Source: an optimization exercise on an open RTL-to-GDS flow (aim: small area, a short achievable clock period and few clock cycles). Production flows keep margins and buffers that such runs may drop.
The RTL was checked by simulation tests, not by an equivalence proof against the original design.
Power is estimated from default activity; no workload was simulated.

06-01:
==> flow/design.v <==
module JAM (
    input CLK,
    input RST,
    output reg [2:0] W,
    output reg [2:0] J,
    input [6:0] Cost,
    output reg [3:0] MatchCount,
    output reg [9:0] MinCost,
    output Valid
);
    localparam [2:0] S_SCAN = 3'd0, S_SEL = 3'd1, S_AUG = 3'd2, S_TIGHT = 3'd3,
                     S_RYS = 3'd4, S_DRAIN = 3'd5, S_DONE = 3'd6,
                     S_RYS0 = 3'd7;
    reg [2:0] state;
    reg [7:0] vp [0:7];           
    reg [7:0] mv [0:7];           
    reg [2:0] way [0:7];
    reg [7:0] wroot;
    reg [2:0] p [0:7];            
    reg [7:0] matched;
    reg [7:0] used;
    reg [2:0] ph;                 
    reg [6:0] Dp;                 
    reg [8:0] K;                  
    reg root;
    reg [2:0] j0;
    reg [2:0] Jn;
    reg pv;
    reg [7:0] todo;
    reg [2:0] tkP;
    reg iss;
    reg [7:0] vpA;
    reg [8:0] adA;
    reg [7:0] mvA;
    reg firstA;
    reg vB, rootB, firstB;
    reg [6:0] cB;
    reg [9:0] preB;
    reg [10:0] thrB;
    reg [2:0] jB;
    reg [7:0] mvB;
    reg [2:0] pC;
    reg wrE, wrR;
    reg [7:0] wrK;
    reg [2:0] wrJ;
    reg rJ, rW;
    reg [2:0] wc, wwc;
    reg [7:0] vpnB;
    reg [7:0] xk;
    reg tv, tfirst;
    reg vC;
    reg [7:0] nmC;
    reg [7:0] vpnC;
    reg [2:0] jC;
    reg [2:0] fuC;
    reg [7:0] best;
    reg [2:0] j1;
    reg [2:0] p1;
    reg [7:0] vpb;                
    reg [2:0] fu1;
    reg [55:0] T;
    reg [7:0] F;
    reg [7:0] cnt, S;
    reg [7:0] tbr;                
    reg lastr, par;
    reg fpar;
    reg [3:0] r0, r1, r2, r3, r4, r5, r6, r7;
    reg [3:0] q0, q1;
    reg negR, vR, vR2, negR2, vR3, negR3;
    reg [3:0] prodR;
    reg [1:0] dr;
    reg vld;
    assign Valid = vld;
    function [2:0] lowbit;
        input [7:0] m;
        begin
            if (m[0]) lowbit = 3'd0;
            else if (m[1]) lowbit = 3'd1;
            else if (m[2]) lowbit = 3'd2;
            else if (m[3]) lowbit = 3'd3;
            else if (m[4]) lowbit = 3'd4;
            else if (m[5]) lowbit = 3'd5;
            else if (m[6]) lowbit = 3'd6;
            else lowbit = 3'd7;
        end
    endfunction
    wire tmode = (state == S_TIGHT);
    wire auglast = (state == S_AUG) & rJ;
    wire first = (ph == 3'd0) & root & ~tmode;
    wire [7:0] vpP = first ? 8'd0 : vp[Jn];
    wire [8:0] addP = (root & used[Jn]) ? {2'b00, Dp} : K;
    wire doP = pv & (state == S_SCAN || state == S_TIGHT || auglast);
    wire [9:0] preA = {{2{vpA[7]}}, vpA} + {adA[8], adA};
    wire [10:0] thrA = {3'b000, mvA} - {{3{vpA[7]}}, vpA} - {{2{adA[8]}}, adA};
    wire [7:0] vpnA = root ? preA[7:0] : vpA;
    wire ltB = rootB | (~thrB[10] & (thrB[9:0] > {3'b000, cB}));
    wire [9:0] keyB = {3'b000, cB} + preB;
    wire [7:0] ksat = (keyB[9:8] != 2'd0) ? 8'hFF : keyB[7:0];
    wire [7:0] nmB = ltB ? ksat : mvB;
    wire [7:0] unusedB = (rootB ? 8'hFF : ~used) & ~(8'd1 << jB);
    wire betterC = vC & (nmC < best);
    wire lastC = vC & ~vB;
    wire [2:0] j1f = betterC ? jC : j1;
    wire [7:0] nused = used | (8'd1 << j1);
    wire [7:0] rest1 = ~nused & ~(8'd1 << fu1);
    wire [8:0] Kn = {1'b0, best} - {vpb[7], vpb} - {2'b00, Cost};
    wire [2:0] way1 = way[j1];
    wire [63:0] Tc;
    genvar gk, gj;
    generate
        for (gk = 0; gk < 8; gk = gk + 1) begin : trow
            for (gj = 0; gj < 8; gj = gj + 1) begin : tcol
                if (gj == gk) begin : dg
                    assign Tc[8*gk+gj] = 1'b1;
                end else begin : od
                    assign Tc[8*gk+gj] = T[7*gk+((gj-gk+8)%8)-1];
                end
            end
        end
    endgenerate
    reg [7:0] F1, F2, rowo, colo;
    integer a, b;
    always @(*) begin
        for (a = 0; a < 8; a = a + 1) begin
            rowo[a] = 1'b0;
            colo[a] = 1'b0;
            for (b = 0; b < 8; b = b + 1) if (a != b) begin
                rowo[a] = rowo[a] | Tc[8*a+b];
                colo[a] = colo[a] | Tc[8*b+a];
            end
        end
        F1 = ~rowo | ~colo;
        for (a = 0; a < 8; a = a + 1) begin
            rowo[a] = 1'b0;
            colo[a] = 1'b0;
            for (b = 0; b < 8; b = b + 1) if (a != b) begin
                rowo[a] = rowo[a] | (Tc[8*a+b] & ~F1[b]);
                colo[a] = colo[a] | (Tc[8*b+a] & ~F1[b]);
            end
        end
        F2 = F1 | ~rowo | ~colo;
    end
    wire [7:0] cntn = ((cnt | F) + 8'd1) & ~F;
    wire radd = ~|(S & tbr);
    wire [7:0] cntoh = cntn & ~(cntn - 8'd1);
    wire [3:0] g0 = r0;
    wire [3:0] g1 = r1;
    wire [3:0] g2 = r2;
    wire [3:0] g3 = r3;
    wire [3:0] g4 = r4;
    wire [3:0] g5 = r5;
    wire [3:0] g6 = r6;
    wire [3:0] g7 = r7;
    function [3:0] upd;
        input [3:0] x;
        input t;
        input ad;
        begin
            upd = ad ? x + {3'b000, t} : x - {3'b000, t};
        end
    endfunction
    wire [3:0] m03 = (g0 * g1) * (g2 * g3);
    wire [3:0] m47 = (g4 * g5) * (g6 * g7);
    wire [3:0] prodP = q0 * q1;
    always @(posedge CLK) begin
        rootB <= root;
        firstB <= firstA;
        cB <= Cost;
        preB <= preA;
        thrB <= thrA;
        jB <= J;
        mvB <= mvA;
        pC <= p[jB];
        wrK <= ksat;
        wrJ <= jB;
        wrR <= rootB;
        tfirst <= firstB;
        vpnB <= vpnA;
        nmC <= nmB;
        vpnC <= vpnB;
        jC <= jB;
        fuC <= lowbit(unusedB);
        negR <= par;
        fpar <= ^(~F);
        q0 <= m03;
        q1 <= m47;
        negR2 <= negR ^ fpar;
        prodR <= prodP;
    end
    integer i;
    always @(posedge CLK) begin
        vB <= 1'b0;
        vC <= 1'b0;
        vR <= 1'b0;
        tv <= 1'b0;
        if (RST) begin
            state <= S_SCAN;
            ph <= 3'd0;
            matched <= 8'd0;
            used <= 8'd0;
            K <= 9'd0;
            root <= 1'b1;
            best <= 8'hFF;
            W <= 3'd0;
            J <= 3'd0;
            iss <= 1'b1;
            vpA <= 8'd0;
            adA <= 9'd0;
            wrE <= 1'b0;
            Jn <= 3'd1;
            pv <= 1'b1;
            todo <= 8'hFC;
            MinCost <= 10'd0;
            MatchCount <= 4'd0;
            vld <= 1'b0;
        end else begin
            vB <= iss;
            wrE <= 1'b0;
            if (iss && root && !tmode) begin
                vp[J] <= preA[7:0];
                used[J] <= 1'b0;
            end
            if (iss && tmode) begin
                vp[J] <= preA[7:0];
                used[J] <= 1'b0;
            end
            if (wrE) begin
                mv[wrJ] <= wrK;
                way[wrJ] <= j0;
                wroot[wrJ] <= wrR;
            end
            if (vB) begin
                if (tmode) begin
                    tv <= 1'b1;
                end else begin
                    vC <= 1'b1;
                    wrE <= ltB;
                end
            end
            if (tv) begin
                if (tfirst) xk <= wrK;
                if (!tfirst) T <= {(wrK == xk), T[55:1]};
            end
            if (betterC) begin
                best <= nmC;
                j1 <= jC;
                p1 <= pC;
                vpb <= vpnC;
                fu1 <= fuC;
            end
            if (doP) begin
                vpA <= vpP;
                adA <= addP;
                mvA <= mv[Jn];
            end
            case (state)
                S_SCAN: begin
                    J <= Jn;
                    iss <= pv;
                    pv <= (todo != 8'd0);
                    Jn <= lowbit(todo);
                    todo <= todo & ~(8'd1 << lowbit(todo));
                    if (lastC) begin
                        W <= betterC ? pC : p1;
                        J <= j1f;
                        Jn <= betterC ? fuC : fu1;
                        state <= S_SEL;
                    end
                end
                S_SEL: begin
                    best <= 8'hFF;
                    if (matched[j1]) begin
                        used <= nused;
                        vp[j1] <= vpb - best;
                        K <= Kn;
                        root <= 1'b0;
                        j0 <= j1;
                        vpA <= vpP;
                        adA <= Kn;
                        mvA <= mv[Jn];
                        J <= fu1;
                        iss <= 1'b1;
                        Jn <= lowbit(rest1);
                        pv <= (rest1 != 8'd0);
                        todo <= rest1 & ~(8'd1 << lowbit(rest1));
                        state <= S_SCAN;
                    end else begin
                        MinCost <= MinCost + {3'b000, best[6:0]};
                        Dp <= best[6:0];
                        J <= j1;
                        W <= wroot[j1] ? ph : p[way1];
                        rJ <= wroot[j1];
                        wc <= way1;
                        rW <= wroot[way1];
                        wwc <= way[way1];
                        root <= 1'b1;
                        K <= 9'd0;
                        Jn <= 3'd0;
                        pv <= 1'b1;
                        state <= S_AUG;
                    end
                end
                S_AUG: begin
                    p[J] <= W;
                    matched[J] <= 1'b1;
                    if (!rJ) begin
                        J <= wc;
                        W <= rW ? ph : p[wwc];
                        rJ <= rW;
                        wc <= wwc;
                        rW <= wroot[wwc];
                        wwc <= way[wwc];
                    end else if (ph != 3'd7) begin
                        ph <= ph + 3'd1;
                        W <= ph + 3'd1;
                        J <= 3'd0;
                        iss <= 1'b1;
                        Jn <= 3'd1;
                        todo <= 8'hFC;
                        state <= S_SCAN;
                    end else begin
                        W <= (J == 3'd0) ? W : p[0];
                        J <= 3'd0;
                        iss <= 1'b1;
                        firstA <= 1'b1;
                        tkP <= 3'd0;
                        Jn <= 3'd1;
                        state <= S_TIGHT;
                    end
                end
                S_TIGHT: begin
                    J <= Jn;
                    iss <= pv;
                    firstA <= (Jn == tkP);
                    if (pv) begin
                        W <= p[tkP];
                        if (Jn + 3'd1 != tkP) Jn <= Jn + 3'd1;
                        else if (tkP != 3'd7) begin
                            tkP <= tkP + 3'd1;
                            Jn <= tkP + 3'd1;
                        end else pv <= 1'b0;
                    end
                    if (!pv && !iss && !vB && !tv) begin
                        F <= F2;
                        cnt <= 8'd0;
                        S <= 8'd0;
                        par <= 1'b0;
                        r0 <= {3'b000, F2[0]};
                        r1 <= {3'b000, F2[1]};
                        r2 <= {3'b000, F2[2]};
                        r3 <= {3'b000, F2[3]};
                        r4 <= {3'b000, F2[4]};
                        r5 <= {3'b000, F2[5]};
                        r6 <= {3'b000, F2[6]};
                        r7 <= {3'b000, F2[7]};
                        MatchCount <= 4'd0;
                        state <= S_RYS0;
                    end
                end
                S_RYS0: begin
                    cnt <= cntn;
                    tbr <= cntoh;
                    lastr <= (cntn == 8'd0);
                    state <= S_RYS;
                end
                S_RYS: begin
                    vR <= 1'b1;
                    if (lastr) begin
                        dr <= 2'd0;
                        state <= S_DRAIN;
                    end else begin
                        S <= S ^ tbr;
                        par <= ~par;
                        r0 <= upd(r0, (|(Tc[7:0] & tbr)) & ~F[0], radd);
                        r1 <= upd(r1, (|(Tc[15:8] & tbr)) & ~F[1], radd);
                        r2 <= upd(r2, (|(Tc[23:16] & tbr)) & ~F[2], radd);
                        r3 <= upd(r3, (|(Tc[31:24] & tbr)) & ~F[3], radd);
                        r4 <= upd(r4, (|(Tc[39:32] & tbr)) & ~F[4], radd);
                        r5 <= upd(r5, (|(Tc[47:40] & tbr)) & ~F[5], radd);
                        r6 <= upd(r6, (|(Tc[55:48] & tbr)) & ~F[6], radd);
                        r7 <= upd(r7, (|(Tc[63:56] & tbr)) & ~F[7], radd);
                        cnt <= cntn;
                        tbr <= cntoh;
                        lastr <= (cntn == 8'd0);
                    end
                end
                S_DRAIN: begin
                    dr <= dr + 2'd1;
                    if (dr == 2'd1) begin
                        state <= S_DONE;
                        vld <= 1'b1;
                    end
                end
                default: ;
            endcase
            vR2 <= vR;
            if (vR2) MatchCount <= negR2 ? MatchCount - prodR : MatchCount + prodR;
        end
    end
endmodule
Settings: LEC_CHECK=0, CAP_MARGIN=20, CORE_MARGIN=2, CORE_UTILIZATION=40, SETUP_SLACK_MARGIN=0.4, SLEW_MARGIN=20; clock period 4.0 ns.
run.sh (not shown) runs the stock make flow with config.mk's settings and CLKGATE_MAP_FILE= SYNTH_SCRIPT=/design/flow/synth_recipe.tcl, a recipe that flattens the netlist after the stock synthesis.
Testbench counts of 06-01, summed over its fixed seeds: cycles 2,343.
Inputs modified between 06-01 and 05-18:
--- a/flow/design.v
+++ b/flow/design.v
@@ -53,21 +53,24 @@
     reg [7:0] vpnC;
     reg [2:0] jC;
     reg [2:0] fuC;
     reg [7:0] best;
     reg [2:0] j1;
+    reg m1, mC;
     reg [2:0] p1;
     reg [7:0] vpb;                
     reg [2:0] fu1;
     reg [55:0] T;
     reg [7:0] F;
     reg [7:0] cnt, S;
     reg [7:0] tbr;                
+    reg [7:0] tcol;               
+    reg radd;                     
     reg lastr, par;
     reg fpar;
     reg [3:0] r0, r1, r2, r3, r4, r5, r6, r7;
-    reg [3:0] q0, q1;
+    reg [3:0] h0, h1, h2, h3, q0, q1;
     reg negR, vR, vR2, negR2, vR3, negR3;
     reg [3:0] prodR;
     reg [1:0] dr;
     reg vld;
     assign Valid = vld;
@@ -139,11 +142,17 @@
             end
         end
         F2 = F1 | ~rowo | ~colo;
     end
     wire [7:0] cntn = ((cnt | F) + 8'd1) & ~F;
-    wire radd = ~|(S & tbr);
+    wire [7:0] tcn;
+    genvar gr;
+    generate
+        for (gr = 0; gr < 8; gr = gr + 1) begin : tcsel
+            assign tcn[gr] = (|(Tc[8*gr+7:8*gr] & cntoh)) & ~F[gr];
+        end
+    endgenerate
     wire [7:0] cntoh = cntn & ~(cntn - 8'd1);
     wire [3:0] g0 = r0;
     wire [3:0] g1 = r1;
     wire [3:0] g2 = r2;
     wire [3:0] g3 = r3;
@@ -157,12 +166,12 @@
         input ad;
         begin
             upd = ad ? x + {3'b000, t} : x - {3'b000, t};
         end
     endfunction
-    wire [3:0] m03 = (g0 * g1) * (g2 * g3);
-    wire [3:0] m47 = (g4 * g5) * (g6 * g7);
+    wire [3:0] m03 = h0 * h1;
+    wire [3:0] m47 = h2 * h3;
     wire [3:0] prodP = q0 * q1;
     always @(posedge CLK) begin
         rootB <= root;
         firstB <= firstA;
         cB <= Cost;
@@ -177,16 +186,22 @@
         tfirst <= firstB;
         vpnB <= vpnA;
         nmC <= nmB;
         vpnC <= vpnB;
         jC <= jB;
+        mC <= matched[jB];
         fuC <= lowbit(unusedB);
         negR <= par;
         fpar <= ^(~F);
+        h0 <= g0 * g1;
+        h1 <= g2 * g3;
+        h2 <= g4 * g5;
+        h3 <= g6 * g7;
         q0 <= m03;
         q1 <= m47;
         negR2 <= negR ^ fpar;
+        negR3 <= negR2;
         prodR <= prodP;
     end
     integer i;
     always @(posedge CLK) begin
         vB <= 1'b0;
@@ -242,10 +257,11 @@
                 if (!tfirst) T <= {(wrK == xk), T[55:1]};
             end
             if (betterC) begin
                 best <= nmC;
                 j1 <= jC;
+                m1 <= mC;
                 p1 <= pC;
                 vpb <= vpnC;
                 fu1 <= fuC;
             end
             if (doP) begin
@@ -267,11 +283,11 @@
                         state <= S_SEL;
                     end
                 end
                 S_SEL: begin
                     best <= 8'hFF;
-                    if (matched[j1]) begin
+                    if (m1) begin
                         used <= nused;
                         vp[j1] <= vpb - best;
                         K <= Kn;
                         root <= 1'b0;
                         j0 <= j1;
@@ -358,10 +374,12 @@
                     end
                 end
                 S_RYS0: begin
                     cnt <= cntn;
                     tbr <= cntoh;
+                    tcol <= tcn;
+                    radd <= 1'b1;
                     lastr <= (cntn == 8'd0);
                     state <= S_RYS;
                 end
                 S_RYS: begin
                     vR <= 1'b1;
@@ -369,32 +387,35 @@
                         dr <= 2'd0;
                         state <= S_DRAIN;
                     end else begin
                         S <= S ^ tbr;
                         par <= ~par;
-                        r0 <= upd(r0, (|(Tc[7:0] & tbr)) & ~F[0], radd);
-                        r1 <= upd(r1, (|(Tc[15:8] & tbr)) & ~F[1], radd);
-                        r2 <= upd(r2, (|(Tc[23:16] & tbr)) & ~F[2], radd);
-                        r3 <= upd(r3, (|(Tc[31:24] & tbr)) & ~F[3], radd);
-                        r4 <= upd(r4, (|(Tc[39:32] & tbr)) & ~F[4], radd);
-                        r5 <= upd(r5, (|(Tc[47:40] & tbr)) & ~F[5], radd);
-                        r6 <= upd(r6, (|(Tc[55:48] & tbr)) & ~F[6], radd);
-                        r7 <= upd(r7, (|(Tc[63:56] & tbr)) & ~F[7], radd);
+                        r0 <= upd(r0, tcol[0], radd);
+                        r1 <= upd(r1, tcol[1], radd);
+                        r2 <= upd(r2, tcol[2], radd);
+                        r3 <= upd(r3, tcol[3], radd);
+                        r4 <= upd(r4, tcol[4], radd);
+                        r5 <= upd(r5, tcol[5], radd);
+                        r6 <= upd(r6, tcol[6], radd);
+                        r7 <= upd(r7, tcol[7], radd);
                         cnt <= cntn;
                         tbr <= cntoh;
+                        tcol <= tcn;
+                        radd <= ~|((S ^ tbr) & cntoh);
                         lastr <= (cntn == 8'd0);
                     end
                 end
                 S_DRAIN: begin
                     dr <= dr + 2'd1;
-                    if (dr == 2'd1) begin
+                    if (dr == 2'd2) begin
                         state <= S_DONE;
                         vld <= 1'b1;
                     end
                 end
                 default: ;
             endcase
             vR2 <= vR;
-            if (vR2) MatchCount <= negR2 ? MatchCount - prodR : MatchCount + prodR;
+            vR3 <= vR2;
+            if (vR3) MatchCount <= negR3 ? MatchCount - prodR : MatchCount + prodR;
         end
     end
 endmodule
Notes after the runs:
Diff 06-01 -> 05-18 | critical path depth | decrease of 3
Going from 06-01 to 05-18, fraction of power consumed by sequential logic saw an increase, final area shows an increase of 2.4%, met1 layer usage reported by global route went down by 0.64 points, number of global-route vias before repair moved up, worst clock skew on the final layout lost 0.0033 ns.
Peak ir drop on the vdd network of 05-18 falls short of that of 06-01 by more than a quarter.
Delta (05-18 minus 06-01): overall routed net length went up, utilization did not really move, post-route clock period utilization went up, floorplan die area went up, final-layout worst hold slack did not really move.
When 05-18 is measured against 06-01, its number of enable flip-flop cells after synthesis turns out about 3% higher.
When 05-18 is set beside 06-01, its required arrival time at the worst endpoint turns out to be 0.12 ns smaller.
Testbench counts of 05-18, summed over its fixed seeds: cycles 2,351.

## what the ideal ports hide
How much do the figures lean on ideal ports? The routed layouts below were timed once more, with nothing changed but the port constraints.
Step 1, drivers: a clkbuf_16 drives CLK and a buf_2 each remaining input, both assumed.
Step 2 moves the port delays by t, midway between the first and last clock arrival at a register: inputs arrive t later, outputs are due t later. That takes back most of the time a late clock gives input paths.
a / b / c = ideal ports / drivers / drivers and shift; a / b = the first two.
run	t (ns)	setup WS [ns]	latest minus earliest clock arrival (ns)	worst data-port slew with drivers (ns)	cell pins on the clock port's net
06-01	0.655	0.748 / 0.748 / 0.329	0.028 / 0.027	0.06	1
05-18	0.669	0.671 / 0.671 / 0.329	0.022 / 0.023	0.04	1
After both steps every run listed still meets setup and hold. For 06-01, which loses most, drivers alone change the setup slack by 0.000 ns; drivers and shift together by -0.419 ns.
